This is an optimization exercise on Yosys and OpenROAD, whose aim is small area and a short achievable clock period, not a production implementation.
Only simulation tests tie the RTL to the original design; equivalence was not proved.
Power and IR drop assume default switching activity.

the reference run:
==> flow/design.v <==
module lab9(input clk,
            input reset,
            input give_valid,
            input [13:0]Intake,
            output [13:0]UpPrime,
            output [13:0]LowPrime,
            output out_valid);
localparam INIT = 2'd0, STEP = 2'd1, TEST = 2'd2, DIV = 2'd3;
reg        busy;        
reg        done;
reg        dir;         
reg [1:0]  phase;
reg [13:0] up;
reg [13:0] dn;
reg [1:0]  m3;          
reg [2:0]  k;           
reg [4:0]  idx;         
reg [6:0]  r;           
reg        qf;          
assign out_valid = done;
assign UpPrime   = up;
assign LowPrime  = dn;
wire [223:0] ptab = {{10{7'd30}},
                     7'd30, 7'd38, 7'd44, 7'd48, 7'd54, 7'd56, 7'd60, 7'd66,
                     7'd68, 7'd74, 7'd80, 7'd84, 7'd86, 7'd90, 7'd96, 7'd98,
                     7'd104, 7'd108, 7'd110, 7'd114, 7'd116, 7'd120, 7'd122};
wire [6:0] pn = ptab[idx * 7 +: 7];    
wire [13:0] c = dir ? dn : up;
reg [1:0] pair;
always @(*) begin
    case (k)
        3'd0: pair = c[1:0];
        3'd1: pair = c[3:2];
        3'd2: pair = c[5:4];
        3'd3: pair = c[7:6];
        3'd4: pair = c[9:8];
        3'd5: pair = c[11:10];
        default: pair = c[13:12];
    endcase
end
function [8:0] subp(input [7:0] a, input [6:0] bn);  
    integer i;
    reg cy;
    reg [7:0] b;
    reg [7:0] d;
    begin
        b  = {1'b1, bn};
        cy = 1'b1;
        for (i = 0; i < 8; i = i + 1) begin
            d[i] = a[i] ^ b[i] ^ cy;
            cy   = (a[i] & b[i]) | ((a[i] ^ b[i]) & cy);
        end
        subp = {cy, d};
    end
endfunction
wire [8:0] t   = {r, pair};
wire [8:0] s1  = subp(t[8:1], pn);
wire       ge2 = s1[8];
wire [7:0] t1  = ge2 ? {s1[6:0], t[0]} : t[7:0];
wire [8:0] s2  = subp(t1, pn);
wire       ge1 = s2[8];
wire [6:0] rn  = ge1 ? s2[6:0] : t1[6:0];
wire k0        = (k == 3'd0);
wire last_div  = (idx == 5'd22);
wire composite = (rn == 7'd0) & (qf | ge2);
wire reject = ~c[0] | ((m3 == 2'd0) & (|c[13:2]));
wire advance = (phase == STEP) | ((phase == TEST) & reject) |
               ((phase == DIV) & k0 & composite);
wire found   = (phase == DIV) & k0 & ~composite & last_div;
wire [1:0] m3_step = dir ? ((m3 == 2'd0) ? 2'd2 : m3 - 2'd1)
                         : ((m3 == 2'd2) ? 2'd0 : m3 + 2'd1);
wire [2:0] m3_sum  = {1'b0, m3} + {1'b0, pair};
wire [1:0] m3_pass = (m3_sum >= 3'd3) ? m3_sum[1:0] - 2'd3 : m3_sum[1:0];
wire adv_up = advance & ~dir;
wire adv_dn = advance & dir;
reg [13:0] up_inc, dn_dec;
integer j;
reg cu, cd;
always @(*) begin
    cu = adv_up;
    cd = adv_dn;
    for (j = 0; j < 14; j = j + 1) begin
        up_inc[j] = up[j] ^ cu;
        cu        = cu & up[j];
        dn_dec[j] = dn[j] ^ cd;
        cd        = cd & ~dn[j];
    end
end
always @(posedge clk or posedge reset) begin
    if (reset) begin
        busy <= 1'b0;
        done <= 1'b0;
    end else if (give_valid) begin
        busy <= 1'b1;
        done <= 1'b0;
    end else if (busy & found & dir) begin
        busy <= 1'b0;
        done <= 1'b1;
    end
end
always @(posedge clk) begin
    up <= give_valid ? Intake : up_inc;
    dn <= give_valid ? Intake : dn_dec;
end
always @(posedge clk) begin
    if (give_valid) begin
        dir   <= 1'b0;
        phase <= INIT;
        k     <= 3'd6;
        m3    <= 2'd0;
    end else begin
        case (phase)
            INIT: begin
                m3 <= m3_pass;
                k  <= k - 3'd1;
                if (k0) phase <= STEP;
            end
            STEP: begin
                m3    <= m3_step;
                phase <= TEST;
            end
            TEST: begin
                if (reject) begin
                    m3 <= m3_step;
                end else begin
                    phase <= DIV;
                    k     <= 3'd5;
                end
            end
            default: begin  
                if (!k0) begin
                    k <= k - 3'd1;
                end else if (composite) begin
                    m3    <= m3_step;
                    phase <= TEST;
                end else if (last_div) begin
                    dir   <= 1'b1;
                    phase <= INIT;
                    k     <= 3'd6;
                    m3    <= 2'd0;
                end else begin
                    k <= (idx < 5'd3) ? 3'd5 : 3'd4;
                end
            end
        endcase
    end
end
always @(posedge clk) begin
    if (phase != DIV) begin
        idx <= 5'd0;
        qf  <= 1'b0;
        r   <= {5'd0, c[13:12]};
    end else if (!k0) begin
        r  <= rn;
        qf <= qf | ge1 | ge2;
    end else begin
        idx <= idx + 5'd1;
        qf  <= 1'b0;
        r   <= (idx < 5'd3) ? {5'd0, c[13:12]} : {3'd0, c[13:10]};
    end
end
endmodule
==> flow/config.mk <==
export PLATFORM = sky130hd
export DESIGN_NAME = lab9
export DESIGN_NICKNAME = lab9
export VERILOG_FILES = /design/flow/design.v
export SDC_FILE = /design/flow/constraint.sdc
export NUM_CORES = 4
export LEC_CHECK = 0
export ABC_AREA = 1
export CAP_MARGIN = 20
export CORE_MARGIN = 2
export CORE_UTILIZATION = 70
export PLACE_DENSITY = 0.8
export SLEW_MARGIN = 20
==> flow/constraint.sdc <==
create_clock -name core_clock -period 120.0 [get_ports {clk}]
set_input_delay 24.0000 -clock core_clock [delete_from_list [all_inputs] [get_ports {clk}]]
set_output_delay 24.0000 -clock core_clock [all_outputs]
set_load 0.01 [all_outputs]
standard.sh (not shown) runs the stock make flow with config.mk's settings and CLKGATE_MAP_FILE= SYNTH_SCRIPT=/design/flow/synth_recipe.tcl, a recipe that flattens the netlist after the stock synthesis.
==> flow/flow/run.sh <==
#!/bin/bash
# Layout flow: the standard ORFS flow (standard synthesis unchanged), with
#  - port buffers of a small plain buffer cell instead of the default delay cell,
#  - clock tree synthesis without dummy load cells, using small clock buffers.
# The ORFS output goes to flow.log; each ORFS step keeps its own log under orfs/logs.
set -uo pipefail
export BUFFER_PORTS_ARGS="-buffer_cell sky130_fd_sc_hd__buf_1"
export CTS_ARGS="-sink_clustering_enable -repair_clock_nets -dont_use_dummy_load -buf_list sky130_fd_sc_hd__clkbuf_8"
bash standard.sh > flow.log 2>&1
--- input diff the reference run..the trial run ---
--- a/flow/design.v
+++ b/flow/design.v
@@ -61,16 +61,29 @@
 wire       ge1 = s2[8];
 wire [6:0] rn  = ge1 ? s2[6:0] : t1[6:0];
 wire k0        = (k == 3'd0);
+reg [2:0] k_dec;      
+always @(*) begin
+    case (k)
+        3'd7: k_dec = 3'd6;
+        3'd6: k_dec = 3'd5;
+        3'd5: k_dec = 3'd4;
+        3'd4: k_dec = 3'd3;
+        3'd3: k_dec = 3'd2;
+        3'd2: k_dec = 3'd1;
+        3'd1: k_dec = 3'd0;
+        default: k_dec = 3'd7;
+    endcase
+end
 wire last_div  = (idx == 5'd22);
 wire composite = (rn == 7'd0) & (qf | ge2);
-wire reject = ~c[0] | ((m3 == 2'd0) & (|c[13:2]));
+wire reject = (|c[13:2]) & (~c[0] | (m3 == 2'd0));
 wire advance = (phase == STEP) | ((phase == TEST) & reject) |
                ((phase == DIV) & k0 & composite);
 wire found   = (phase == DIV) & k0 & ~composite & last_div;
-wire [1:0] m3_step = dir ? ((m3 == 2'd0) ? 2'd2 : m3 - 2'd1)
-                         : ((m3 == 2'd2) ? 2'd0 : m3 + 2'd1);
-wire [2:0] m3_sum  = {1'b0, m3} + {1'b0, pair};
-wire [1:0] m3_pass = (m3_sum >= 3'd3) ? m3_sum[1:0] - 2'd3 : m3_sum[1:0];
+wire [1:0] m3_inc  = {m3[0], ~m3[1] & ~m3[0]};
+wire [1:0] m3_dec  = {~m3[1] & ~m3[0], m3[1]};
+wire [1:0] m3_step = dir ? m3_dec : m3_inc;
+wire [1:0] m3_pass = (pair == 2'd1) ? m3_inc : (pair == 2'd2) ? m3_dec : m3;
 wire adv_up = advance & ~dir;
 wire adv_dn = advance & dir;
 reg [13:0] up_inc, dn_dec;
@@ -112,7 +125,7 @@
         case (phase)
             INIT: begin
                 m3 <= m3_pass;
-                k  <= k - 3'd1;
+                k  <= k_dec;
                 if (k0) phase <= STEP;
             end
             STEP: begin
@@ -129,7 +142,7 @@
             end
             default: begin  
                 if (!k0) begin
-                    k <= k - 3'd1;
+                    k <= k_dec;
                 end else if (composite) begin
                     m3    <= m3_step;
                     phase <= TEST;
@@ -139,7 +152,7 @@
                     k     <= 3'd6;
                     m3    <= 2'd0;
                 end else begin
-                    k <= (idx < 5'd3) ? 3'd5 : 3'd4;
+                    k <= 3'd5;
                 end
             end
         endcase
@@ -156,7 +169,7 @@
     end else begin
         idx <= idx + 5'd1;
         qf  <= 1'b0;
-        r   <= (idx < 5'd3) ? {5'd0, c[13:12]} : {3'd0, c[13:10]};
+        r   <= {5'd0, c[13:12]};
     end
 end
 endmodule
==> comparison <==
- Both conditions hold for the trial run: the flow ran to the end and the final layout passed the timing, design-rule and antenna checks.
- [the trial run] setup slack after layout fell 0.11 ns relative to the reference run
- Cmp the trial run and the reference run / ratio of total power to cell area / higher: the reference run
- The trial run: critical path depth higher than the reference run
- Area occupied by multi-input gates (the reference run / the trial run): 1.11
- STATUS switching power total: the trial run wins against the reference run
- Changes observed in the trial run relative to the reference run: cell area reported after detailed placement went down, share of final layout cell area taken by non-clock buffers went up, share of power burned in combinational logic went down.
- Die area delta (the trial run − the reference run): favourable
- Delay of the slowest critical-path stage was lower in the run labelled the reference run.
- Going from the reference run to the trial run, clock-pin transition on the worst setup and hold timing paths went down by 0.02 ns; post-route standard cell area excluding fillers went down by about 6%; total power went down by about 43%; final cell count went down by about 5.4%.

* * *

lab9, a different RTL version from the one above (not shown whole).
Size: roughly 500 cells after synthesis, ~51 flip-flops, about 46 I/O pins, about 3500 um^2 of cells after synthesis.
==> module lab9, before the edit <==
module lab9(input clk,
            input reset,
            input give_valid,
            input [13:0]Intake,
            output [13:0]UpPrime,
            output [13:0]LowPrime,
            output out_valid);
localparam INIT = 2'd0, TEST = 2'd2, DIV = 2'd3;
reg        busy;        
reg        done;
reg        dir;         
reg [1:0]  phase;
reg [13:0] up;
reg [13:0] dn;
reg [1:0]  m3;          
reg [2:0]  k;           
reg [4:0]  idx;         
reg [6:0]  r;           
reg        qf;          
assign out_valid = done;
assign UpPrime   = up;
assign LowPrime  = dn;
wire [223:0] ptab = {{10{7'd30}},
                     7'd30, 7'd38, 7'd44, 7'd48, 7'd54, 7'd56, 7'd60, 7'd66,
                     7'd68, 7'd74, 7'd80, 7'd84, 7'd86, 7'd90, 7'd96, 7'd98,
                     7'd104, 7'd108, 7'd110, 7'd114, 7'd116, 7'd120, 7'd122};
wire [6:0] pn = ptab[idx * 7 +: 7];    
wire [13:0] c = dir ? dn : up;
reg [1:0] pair;
always @(*) begin
    case (k)
        3'd0: pair = c[1:0];
        3'd1: pair = c[3:2];
        3'd2: pair = c[5:4];
        3'd3: pair = c[7:6];
        3'd4: pair = c[9:8];
        3'd5: pair = c[11:10];
        default: pair = c[13:12];
    endcase
end
function [8:0] subp(input [7:0] a, input [6:0] bn);  
    integer i;
    reg cy;
    reg [7:0] b;
    reg [7:0] d;
    begin
        b  = {1'b1, bn};
        cy = 1'b1;
        for (i = 0; i < 8; i = i + 1) begin
            d[i] = a[i] ^ b[i] ^ cy;
            cy   = (a[i] & b[i]) | ((a[i] ^ b[i]) & cy);
        end
        subp = {cy, d};
    end
endfunction
wire [8:0] t   = {r, pair};
wire [8:0] s1  = subp(t[8:1], pn);
wire       ge2 = s1[8];
wire [7:0] t1  = ge2 ? {s1[6:0], t[0]} : t[7:0];
wire [8:0] s2  = subp(t1, pn);
wire       ge1 = s2[8];
wire [6:0] rn  = ge1 ? s2[6:0] : t1[6:0];
wire k0        = (k == 3'd0);
reg [2:0] k_dec;      
always @(*) begin
    case (k)
        3'd7: k_dec = 3'd6;
        3'd6: k_dec = 3'd5;
        3'd5: k_dec = 3'd4;
        3'd4: k_dec = 3'd3;
        3'd3: k_dec = 3'd2;
        3'd2: k_dec = 3'd1;
        3'd1: k_dec = 3'd0;
        default: k_dec = 3'd7;
    endcase
end
wire last_div  = (idx == 5'd22);
wire composite = (rn == 7'd0) & (qf | ge2);
wire reject = (|c[13:2]) & (~c[0] | (m3 == 2'd0));
wire advance = ((phase == INIT) & k0) | ((phase != INIT) & (phase != DIV) & reject) |
               ((phase == DIV) & k0 & composite);
wire found   = (phase == DIV) & k0 & ~composite & last_div;
wire [1:0] m3_inc  = {m3[0], ~m3[1] & ~m3[0]};
wire [1:0] m3_dec  = {~m3[1] & ~m3[0], m3[1]};
wire [1:0] m3_step = dir ? m3_dec : m3_inc;
wire [1:0] m3_pass = (pair == 2'd1) ? m3_inc : (pair == 2'd2) ? m3_dec : m3;
wire [1:0] m3_pass_inc = {m3_pass[0], ~m3_pass[1] & ~m3_pass[0]};
wire [1:0] m3_pass_dec = {~m3_pass[1] & ~m3_pass[0], m3_pass[1]};
wire [1:0] m3_last = dir ? m3_pass_dec : m3_pass_inc;
wire adv_up = advance & ~dir;
wire adv_dn = advance & dir;
reg [13:0] up_inc, dn_dec;
integer j;
reg cu, cd;
always @(*) begin
    cu = adv_up;
    cd = adv_dn;
    for (j = 0; j < 14; j = j + 1) begin
        up_inc[j] = up[j] ^ cu;
        cu        = cu & up[j];
        dn_dec[j] = dn[j] ^ cd;
        cd        = cd & ~dn[j];
    end
end
always @(posedge clk or posedge reset) begin
    if (reset) begin
        busy <= 1'b0;
        done <= 1'b0;
    end else if (give_valid) begin
        busy <= 1'b1;
        done <= 1'b0;
    end else if (busy & found & dir) begin
        busy <= 1'b0;
        done <= 1'b1;
    end
end
always @(posedge clk) begin
    up <= give_valid ? Intake : up_inc;
    dn <= give_valid ? Intake : dn_dec;
end
always @(posedge clk) begin
    if (give_valid) begin
        dir   <= 1'b0;
        phase <= INIT;
        k     <= 3'd6;
        m3    <= 2'd0;
    end else begin
        case (phase)
            INIT: begin
                k <= k_dec;
                if (k0) begin
                    m3    <= m3_last;
                    phase <= TEST;
                end else begin
                    m3 <= m3_pass;
                end
            end
            default: begin  
                if (reject) begin
                    m3 <= m3_step;
                end else begin
                    phase <= DIV;
                    k     <= 3'd5;
                end
            end
            DIV: begin
                if (!k0) begin
                    k <= k_dec;
                end else if (composite) begin
                    m3    <= m3_step;
                    phase <= TEST;
                end else if (last_div) begin
                    dir   <= 1'b1;
                    phase <= INIT;
                    k     <= 3'd6;
                    m3    <= 2'd0;
                end else begin
                    k <= 3'd5;
                end
            end
        endcase
    end
end
always @(posedge clk) begin
    if (phase != DIV) begin
        idx <= 5'd0;
        qf  <= 1'b0;
        r   <= {5'd0, c[13:12]};
    end else if (!k0) begin
        r  <= rn;
        qf <= qf | ge1 | ge2;
    end else begin
        idx <= idx + 5'd1;
        qf  <= 1'b0;
        r   <= {5'd0, c[13:12]};
    end
end
endmodule
==> flow/config.mk <==
export PLATFORM = sky130hd
export DESIGN_NAME = lab9
export DESIGN_NICKNAME = lab9
export VERILOG_FILES = /design/flow/design.v
export SDC_FILE = /design/flow/constraint.sdc
export NUM_CORES = 4
export LEC_CHECK = 0
export ABC_AREA = 1
export CAP_MARGIN = 20
export CORE_MARGIN = 2
export CORE_UTILIZATION = 70
export PLACE_DENSITY = 0.8
export SLEW_MARGIN = 20
==> flow/constraint.sdc <==
create_clock -name core_clock -period 120.0 [get_ports {clk}]
set_input_delay 24.0000 -clock core_clock [delete_from_list [all_inputs] [get_ports {clk}]]
set_output_delay 24.0000 -clock core_clock [all_outputs]
set_load 0.01 [all_outputs]
Scripts as last shown in full above: flow/flow/run.sh
==> next run, changes <==
--- a/flow/design.v
+++ b/flow/design.v
@@ -5,7 +5,7 @@
             output [13:0]UpPrime,
             output [13:0]LowPrime,
             output out_valid);
-localparam INIT = 2'd0, TEST = 2'd2, DIV = 2'd3;
+localparam INIT = 2'd0, TEST = 2'd1, DIV = 2'd3;
 reg        busy;        
 reg        done;
 reg        dir;         
@@ -77,9 +77,11 @@
 wire last_div  = (idx == 5'd22);
 wire composite = (rn == 7'd0) & (qf | ge2);
 wire reject = (|c[13:2]) & (~c[0] | (m3 == 2'd0));
-wire advance = ((phase == INIT) & k0) | ((phase != INIT) & (phase != DIV) & reject) |
-               ((phase == DIV) & k0 & composite);
-wire found   = (phase == DIV) & k0 & ~composite & last_div;
+wire in_init = ~phase[1] & ~phase[0];
+wire in_test = ~phase[1] & phase[0];
+wire in_div  = phase[1];
+wire advance = (in_init & k0) | (in_test & reject) | (in_div & k0 & composite);
+wire found   = in_div & k0 & ~composite & last_div;
 wire [1:0] m3_inc  = {m3[0], ~m3[1] & ~m3[0]};
 wire [1:0] m3_dec  = {~m3[1] & ~m3[0], m3[1]};
 wire [1:0] m3_step = dir ? m3_dec : m3_inc;
@@ -125,8 +127,8 @@
         k     <= 3'd6;
         m3    <= 2'd0;
     end else begin
-        case (phase)
-            INIT: begin
+        case (1'b1)
+            in_init: begin
                 k <= k_dec;
                 if (k0) begin
                     m3    <= m3_last;
@@ -135,7 +137,7 @@
                     m3 <= m3_pass;
                 end
             end
-            default: begin  
+            in_test: begin
                 if (reject) begin
                     m3 <= m3_step;
                 end else begin
@@ -143,7 +145,7 @@
                     k     <= 3'd5;
                 end
             end
-            DIV: begin
+            default: begin  
                 if (!k0) begin
                     k <= k_dec;
                 end else if (composite) begin
@@ -162,7 +164,7 @@
     end
 end
 always @(posedge clk) begin
-    if (phase != DIV) begin
+    if (!in_div) begin
         idx <= 5'd0;
         qf  <= 1'b0;
         r   <= {5'd0, c[13:12]};
=>
- via count is lower by 4.0%
- routed wire length is lower by 2.5%
- die area is lower by about 5%
- area after synthesis is lower by about 5%
- cell count is lower by about 6%

separate check: timing with driven ports:
In the flow no input, the clock included, has a driving cell. The finished layouts below were timed again as built, in two steps. Step 1: set_driving_cell puts a clkbuf_16 on clk and a buf_2 on each other input, an assumption about the parent block. Step 2 also shifts input and output timing later by t, the mid clock arrival at the registers, as if the neighbouring blocks saw the same clock. a / b / c = no drivers / after step 1 / after step 2; a / b = the first two.
| run | t, ns | setup WS [ns] | clock arrival spread, ns | worst data-port slew with drivers (ns) | cell pins on the clock port's net |
|---|---|---|---|---|---|
| the reference run | 0.327 | 95.080 / 95.049 / 94.850 | 0.016 / 0.016 | 0.04 | 1 |
| the trial run | 0.324 | 94.966 / 94.970 / 94.646 | 0.015 / 0.015 | 0.03 | 1 |
| the first run of note 2 | 0.326 | 95.139 / 95.108 / 94.826 | 0.019 / 0.019 | 0.03 | 1 |
| the second run of note 2 | 0.329 | 95.123 / 95.094 / 95.089 | 0.012 / 0.012 | 0.03 | 1 |
After both steps setup and hold are still met in every run listed. The setup slack of the trial run, which loses most, moves by +0.004 ns with the drivers and by -0.320 ns with both steps.
